What follows belongs to an exercise in optimizing a design on an open flow for small area; a production flow would make more cautious choices.
Function was checked by simulation only, so behaviour that the tests miss may differ from the original.
The clock input has no modelled driver; a real chip could not lean on it and would need a root buffer or a full tree.
Power is estimated from default activity; no workload was simulated.

==> inputs of run a <==
## EF_PSRAM_CTRL_V2
module EF_PSRAM_CTRL_V2 (
    input   wire            clk,
    input   wire            rst,
    input   wire [23:0]     addr,
    input   wire [31: 0]    data_i,
    output  wire [31: 0]    data_o,
    input   wire [2:0]      size,
    input   wire            start,
    output  wire            done,
    input   wire  [3:0]     wait_states,
    input   wire  [7:0]     cmd,
    input   wire            rd_wr,
    input   wire            qspi,
    input   wire            qpi,
    input   wire            short_cmd,
    output  reg             sck,
    output  reg             ce_n,
    input   wire [3:0]      din,
    output  wire [3:0]      dout,
    output  wire [3:0]      douten
);
    reg         busy;
    reg [6:0]   counter;
    wire        quad = qpi | qspi;
    wire [6:0]  cq = (qspi & ~qpi) ? counter - 7'd6 : counter;
    wire [6:0]  k  = quad ? {2'b00, size[2], ~size[2], size[1:0], 1'b0}
                          : {size[2], ~size[2], size[1:0], 3'b000};
    wire [6:0]  w  = rd_wr ? {3'd0, wait_states} : 7'd0;
  ...
==> module EF_PSRAM_CTRL_V2, before the edit <==
module EF_PSRAM_CTRL_V2 (
    input   wire            clk,
    input   wire            rst,
    input   wire [23:0]     addr,
    input   wire [31: 0]    data_i,
    output  wire [31: 0]    data_o,
    input   wire [2:0]      size,
    input   wire            start,
    output  wire            done,
    input   wire  [3:0]     wait_states,
    input   wire  [7:0]     cmd,
    input   wire            rd_wr,
    input   wire            qspi,
    input   wire            qpi,
    input   wire            short_cmd,
    output  reg             sck,
    output  reg             ce_n,
    input   wire [3:0]      din,
    output  wire [3:0]      dout,
    output  wire [3:0]      douten
);
    reg         busy;
    reg [6:0]   counter;
    wire        quad = qpi | qspi;
    wire [6:0]  cq = (qspi & ~qpi) ? counter - 7'd6 : counter;
    wire [6:0]  k  = quad ? {2'b00, size[2], ~size[2], size[1:0], 1'b0}
                          : {size[2], ~size[2], size[1:0], 3'b000};
    wire [6:0]  w  = rd_wr ? {3'd0, wait_states} : 7'd0;
    assign done = short_cmd ? (counter == 7'd8) : (cq == k + w);
    always @(posedge clk or posedge rst)
        if (rst)
            busy <= 1'b0;
        else if (busy)
            busy <= ~done;
        else
            busy <= start;
    always @(posedge clk or posedge rst)
        if (rst)
            ce_n <= 1'b1;
        else
            ce_n <= done | ~busy;
    always @(posedge clk or posedge rst)
        if (rst) begin
            counter <= 7'd0;
            sck     <= 1'b0;
        end else if (ce_n) begin
            counter <= 7'd0;
            sck     <= 1'b0;
        end else if (~done)
            {counter, sck} <= {counter, sck} ^ {&{counter[5:0], sck}, &{counter[4:0], sck}, &{counter[3:0], sck}, &{counter[2:0], sck}, &{counter[1:0], sck}, &{counter[0], sck}, sck, 1'b1};
    wire [63:0] stream;
    genvar gi;
    generate
        for (gi = 0; gi < 8; gi = gi + 1) begin : g_cmd
            assign stream[gi] = cmd[7 - gi];
        end
        for (gi = 0; gi < 24; gi = gi + 1) begin : g_addr
            assign stream[8 + gi] = addr[23 - gi];
        end
        for (gi = 0; gi < 32; gi = gi + 1) begin : g_data
            assign stream[32 + gi] = data_i[8 * (gi / 8) + 7 - (gi % 8)];
        end
    endgenerate
    wire        serial = ~qpi & (~qspi | (counter < 7'd8));
    wire [4:0]  m      = serial ? counter[6:2] : cq[4:0];
    wire [3:0]  q;
    generate
        for (gi = 0; gi < 4; gi = gi + 1) begin : g_q
            wire [15:0] lane;
            genvar gk;
            for (gk = 0; gk < 16; gk = gk + 1) begin : g_l
                assign lane[gk] = stream[4 * gk + gi];
            end
            assign q[gi] = lane[m[3:0]] & ~m[4];
        end
    endgenerate
    wire [1:0]  bsel = serial ? counter[1:0] : 2'b11;
    assign dout[0] = q[bsel] | (serial & counter[6] & data_i[0]);
    assign dout[1] = q[2];
    assign dout[2] = q[1];
    assign dout[3] = q[0];
    wire        lt8  = (counter < 7'd8);
    wire        lt14 = (counter < 7'd14);
    assign douten[0]   = ~quad | ~rd_wr | lt8 | (~qpi & lt14);
    assign douten[3:1] = {3{qpi ? (lt8 | ~rd_wr) : (qspi & ~lt8 & (lt14 | ~rd_wr))}};
    reg  [31:0] data;
    wire [1:0]  phase = counter[1:0] - wait_states[1:0];
    wire [3:0]  lane_en;
    wire [3:0]  src;
    wire [3:0]  entry = {1'b1, size == 3'd3, size == 3'd2, size == 3'd1};
    generate
        for (gi = 0; gi < 4; gi = gi + 1) begin : g_lane
            assign lane_en[gi] = sck & (quad | (phase == 2'd3 - gi));
            assign src[gi]     = quad ? din[gi] : din[1];
        end
    endgenerate
    genvar gb, gj;
    generate
        for (gb = 0; gb < 4; gb = gb + 1) begin : g_byte
            for (gj = 0; gj < 4; gj = gj + 1) begin : g_bit
                wire chain_in;
                if (gb == 3) begin : g_top
                    assign chain_in = src[gj];
                end else begin : g_mid
                    assign chain_in = entry[gb] ? src[gj] : data[8 * gb + 12 + gj];
                end
                always @(posedge clk)
                    if (lane_en[gj]) begin
                        data[8 * gb + 4 + gj] <= data[8 * gb + gj];
                        data[8 * gb + gj]     <= chain_in;
                    end
            end
        end
    endgenerate
    assign data_o = data;
endmodule
export LEC_CHECK = 0
export ABC_AREA = 1
export CAP_MARGIN = 20
export CORE_MARGIN = 2
export CORE_UTILIZATION = 40
export SLEW_MARGIN = 20
create_clock -name core_clock -period 6.5 [get_ports {clk}]
standard.sh (not shown) runs the stock make flow with config.mk's settings and CLKGATE_MAP_FILE= SYNTH_SCRIPT=/design/flow/synth_recipe.tcl, a recipe that flattens the netlist after the stock synthesis.
==> flow/flow/run.sh <==
#!/bin/bash
# Standard layout, with these changes:
# - an area-oriented ABC script for the technology mapping, which also maps
#   the adders (ADDER_MAP_FILE empty, so no separate adder cells);
# - the smallest buffer (buf_1) on each input and output port;
# - a clock tree of small buffers: after CTS the tree is rebuilt as one root
#   buffer driving a few leaf buffers, each driving a group of nearby
#   registers (flow/clock_tree.tcl).
set -euo pipefail
here=$(pwd)
export BUFFER_PORTS_ARGS="-buffer_cell sky130_fd_sc_hd__buf_1"
export AREA_ABC_SCRIPT=$here/flow/area.abc
export CTS_ARGS="-sink_clustering_enable -repair_clock_nets -dont_use_dummy_load"
cat flow/abc_override.tcl synth_recipe.tcl > area_synth.tcl
bash standard.sh SYNTH_SCRIPT=$here/area_synth.tcl ADDER_MAP_FILE= cts > standard_cts.log 2>&1
CTS_ODB=$here/orfs/results/$FLOW_PLATFORM/EF_PSRAM_CTRL_V2/base/4_cts.odb \
CLK_GROUPS=5 CLK_BUF=sky130_fd_sc_hd__clkbuf_4 CLK_ROOT=sky130_fd_sc_hd__clkbuf_2 UNBUFFER=1 \
  openroad -no_init -no_splash -exit $here/flow/clock_tree.tcl > clock_tree.log 2>&1
bash standard.sh SYNTH_SCRIPT=$here/area_synth.tcl ADDER_MAP_FILE= finish > standard.log 2>&1
==> flow/flow/clock_tree.tcl <==
# Rebuild the clock tree that CTS built as two levels of buffers: the
# registers are split into CLK_GROUPS groups of nearby registers (by
# position), each driven by one CLK_BUF placed at the middle of its group, and
# one CLK_ROOT buffer, which the clock port drives, drives the CLK_BUFs. Every
# register sees the same buffer types and depth.
read_db $::env(CTS_ODB)
set block [ord::get_db_block]
set db [ord::get_db]
set clk_net [$block findNet clk]
set ngroups $::env(CLK_GROUPS)
set root_master [$db findMaster $::env(CLK_ROOT)]
set master [$db findMaster $::env(CLK_BUF)]

# the clock buffers of the tree and the register clock pins below them
set bufs {}
set todo [list $clk_net]
set sinks {}
while { [llength $todo] } {
  set net [lindex $todo 0]
  set todo [lrange $todo 1 end]
  foreach it [$net getITerms] {
    if { ![$it isInputSignal] } { continue }
    set inst [$it getInst]
    if { [string match sky130_fd_sc_hd__clkbuf_* [[$inst getMaster] getName]] } {
      lappend bufs $inst
      lappend todo [[$inst findITerm X] getNet]
    } else {
      lappend sinks $it
    }
  }
}
puts "clock tree: [llength $bufs] buffers, [llength $sinks] sinks"

# remove the tree
foreach inst $bufs {
  set out [[$inst findITerm X] getNet]
  foreach it [$out getITerms] { $it disconnect }
  [$inst findITerm A] disconnect
  odb::dbInst_destroy $inst
  odb::dbNet_destroy $out
}

# group the sinks by recursive bisection: split a group in two halves by x
# (or by y, alternating), until there are CLK_GROUPS groups
proc split_groups { pts ngroups axis } {
  if { $ngroups <= 1 } { return [list $pts] }
  set pts [lsort -integer -index $axis $pts]
  set n [llength $pts]
  set left [expr { $ngroups / 2 }]
  set cut [expr { ($n * $left) / $ngroups }]
  set next [expr { 1 - $axis }]
  return [concat \
    [split_groups [lrange $pts 0 [expr { $cut - 1 }]] $left $next] \
    [split_groups [lrange $pts $cut end] [expr { $ngroups - $left }] $next]]
}
set pts {}
foreach it $sinks {
  set xy [$it getAvgXY]
  lappend pts [list [lindex $xy 1] [lindex $xy 2] $it]
}
set groups [split_groups $pts $ngroups 0]

set site_w [[[lindex [$block getRows] 0] getSite] getWidth]
proc place_at { inst x y } {
  global site_w
  $inst setLocation [expr { ($x / $site_w) * $site_w }] $y
  $inst setPlacementStatus PLACED
}

# the root buffer, at the middle of all registers
set sx 0
set sy 0
foreach p $pts {
  incr sx [lindex $p 0]
  incr sy [lindex $p 1]
}
set root [odb::dbInst_create $block $root_master "clkbuf_root"]
set root_net [odb::dbNet_create $block "clknet_root"]
$root_net setSigType CLOCK
[$root findITerm A] connect $clk_net
[$root findITerm X] connect $root_net
place_at $root [expr { $sx / [llength $pts] }] [expr { $sy / [llength $pts] }]

set g 0
foreach grp $groups {
  set sx 0
  set sy 0
  foreach p $grp {
    incr sx [lindex $p 0]
    incr sy [lindex $p 1]
  }
  set cx [expr { $sx / [llength $grp] }]
  set cy [expr { $sy / [llength $grp] }]
  set inst [odb::dbInst_create $block $master "clkbuf_leaf_$g"]
  set net [odb::dbNet_create $block "clknet_leaf_$g"]
  $net setSigType CLOCK
  [$inst findITerm A] connect $root_net
  [$inst findITerm X] connect $net
  foreach p $grp { [lindex $p 2] connect $net }
  place_at $inst $cx $cy
  puts "clock tree: clkbuf_leaf_$g drives [llength $grp] registers"
  incr g
}
# remove the buffers that timing-driven placement inserted on signal nets
# (not the port buffers); the repairs after global routing add back what
# timing and slew need
if { [info exists ::env(UNBUFFER)] && $::env(UNBUFFER) } {
  foreach inst [$block getInsts] {
    set name [$inst getName]
    if { [string match input* $name] || [string match output* $name] } { continue }
    set mname [[$inst getMaster] getName]
    if { ![string match sky130_fd_sc_hd__buf_* $mname] } { continue }
    set in [[$inst findITerm A] getNet]
    set out [[$inst findITerm X] getNet]
    if { [llength [$out getBTerms]] || [llength [$in getBTerms]] } { continue }
    foreach it [$out getITerms] {
      if { [$it getInst] == $inst } { continue }
      $it disconnect
      $it connect $in
    }
    [$inst findITerm A] disconnect
    [$inst findITerm X] disconnect
    odb::dbInst_destroy $inst
    odb::dbNet_destroy $out
    puts "removed buffer $name ($mname)"
  }
}
detailed_placement
check_placement
write_db $::env(CTS_ODB)
Other scripts of this flow, unchanged in this note and not shown: flow/flow/abc_override.tcl, flow/flow/area.abc
==> run b (differences from run a) <==
--- a/flow/design.v
+++ b/flow/design.v
@@ -49,3 +49,3 @@
         end else if (~done)
-            {counter, sck} <= {counter, sck} ^ {&{counter[5:0], sck}, &{counter[4:0], sck}, &{counter[3:0], sck}, &{counter[2:0], sck}, &{counter[1:0], sck}, &{counter[0], sck}, sck, 1'b1};
+            {counter, sck} <= {counter, sck} + 8'd1;
     wire [63:0] stream;
==> flow/flow/run.sh (replaced) <==
#!/bin/bash
# Standard layout, with three changes: an area-oriented ABC script for the
# technology mapping, the smallest buffer on each input and output port, and
# a clock tree of small buffers without dummy loads.
set -euo pipefail
here=$(pwd)
export BUFFER_PORTS_ARGS="-buffer_cell sky130_fd_sc_hd__buf_1"
export AREA_ABC_SCRIPT=$here/flow/area.abc
export CTS_ARGS="-repair_clock_nets -buf_list sky130_fd_sc_hd__clkbuf_16 -dont_use_dummy_load"
cat flow/abc_override.tcl synth_recipe.tcl > area_synth.tcl
bash standard.sh SYNTH_SCRIPT=$here/area_synth.tcl finish > standard.log 2>&1
removed: flow/flow/clock_tree.tcl
==> out/summary.txt <==
status: finished clean
dpl cell area: 0.00316 sq mm
Synth Area in Compound Gates: 29.3%
Netlist cell types: 31
Seq. pwr: 0.503 mW
Adder-Cell Fraction of Synth Area: 3.70%
clock share of power: 16.5%
drt total wl: 7470 microns
relative slew slack: 34.1%
Psw: 0.574 mW
switching share of power: 42.2%
reg2reg setup slack: 3.38 ns
worst-skew pair later-pin latency: 0.28 ns
first-pass GRT wire length: 12000 microns
Post-Place Worst Slack: 0.597 ns
# the run above: run b

==> out/summary.txt <==
status: finished clean
Post-Place Worst Slack: 0.748 ns
switching share of power: 44.9%
drt total wl: 7160 microns
Netlist cell types: 28
Seq. pwr: 0.491 mW
first-pass GRT wire length: 10800 microns
worst-skew pair later-pin latency: 0.39 ns
Adder-Cell Fraction of Synth Area: 0%
Synth Area in Compound Gates: 31.9%
dpl cell area: 0.00304 sq mm
# the run above: run a

The clock cells of run a come from the design's own scripts or RTL, not from TritonCTS.

[port drivers added, routing unchanged]
The results above use ideal ports. As a check the final layouts listed here were re-extracted and re-timed, cells and wires unchanged. Step 1: set_driving_cell puts a clkbuf_16 on clk and a buf_2 on each other input, an assumption about the parent block. Step 2, shift: input delay + t, output delay - t, t = (earliest + latest rising clock arrival at the registers) / 2. This alone moves slack from input paths to output paths. Three values: ideal ports, drivers, drivers and shift; two values: the first two.
run | t (ns) | setup WS [ns] | clock arrival spread, ns | slew at the worst register clock pin (ns)
run a | 0.410 | 0.444 / 0.423 / 0.423 | 0.012 / 0.012 | 0.09 / 0.09
run b | 0.311 | 0.565 / 0.538 / 0.538 | 0.012 / 0.012 | 0.06 / 0.06
After both steps every run listed still meets setup and hold. The setup slack of run b, which loses most, moves by -0.027 ns with the drivers and by -0.027 ns with both steps.
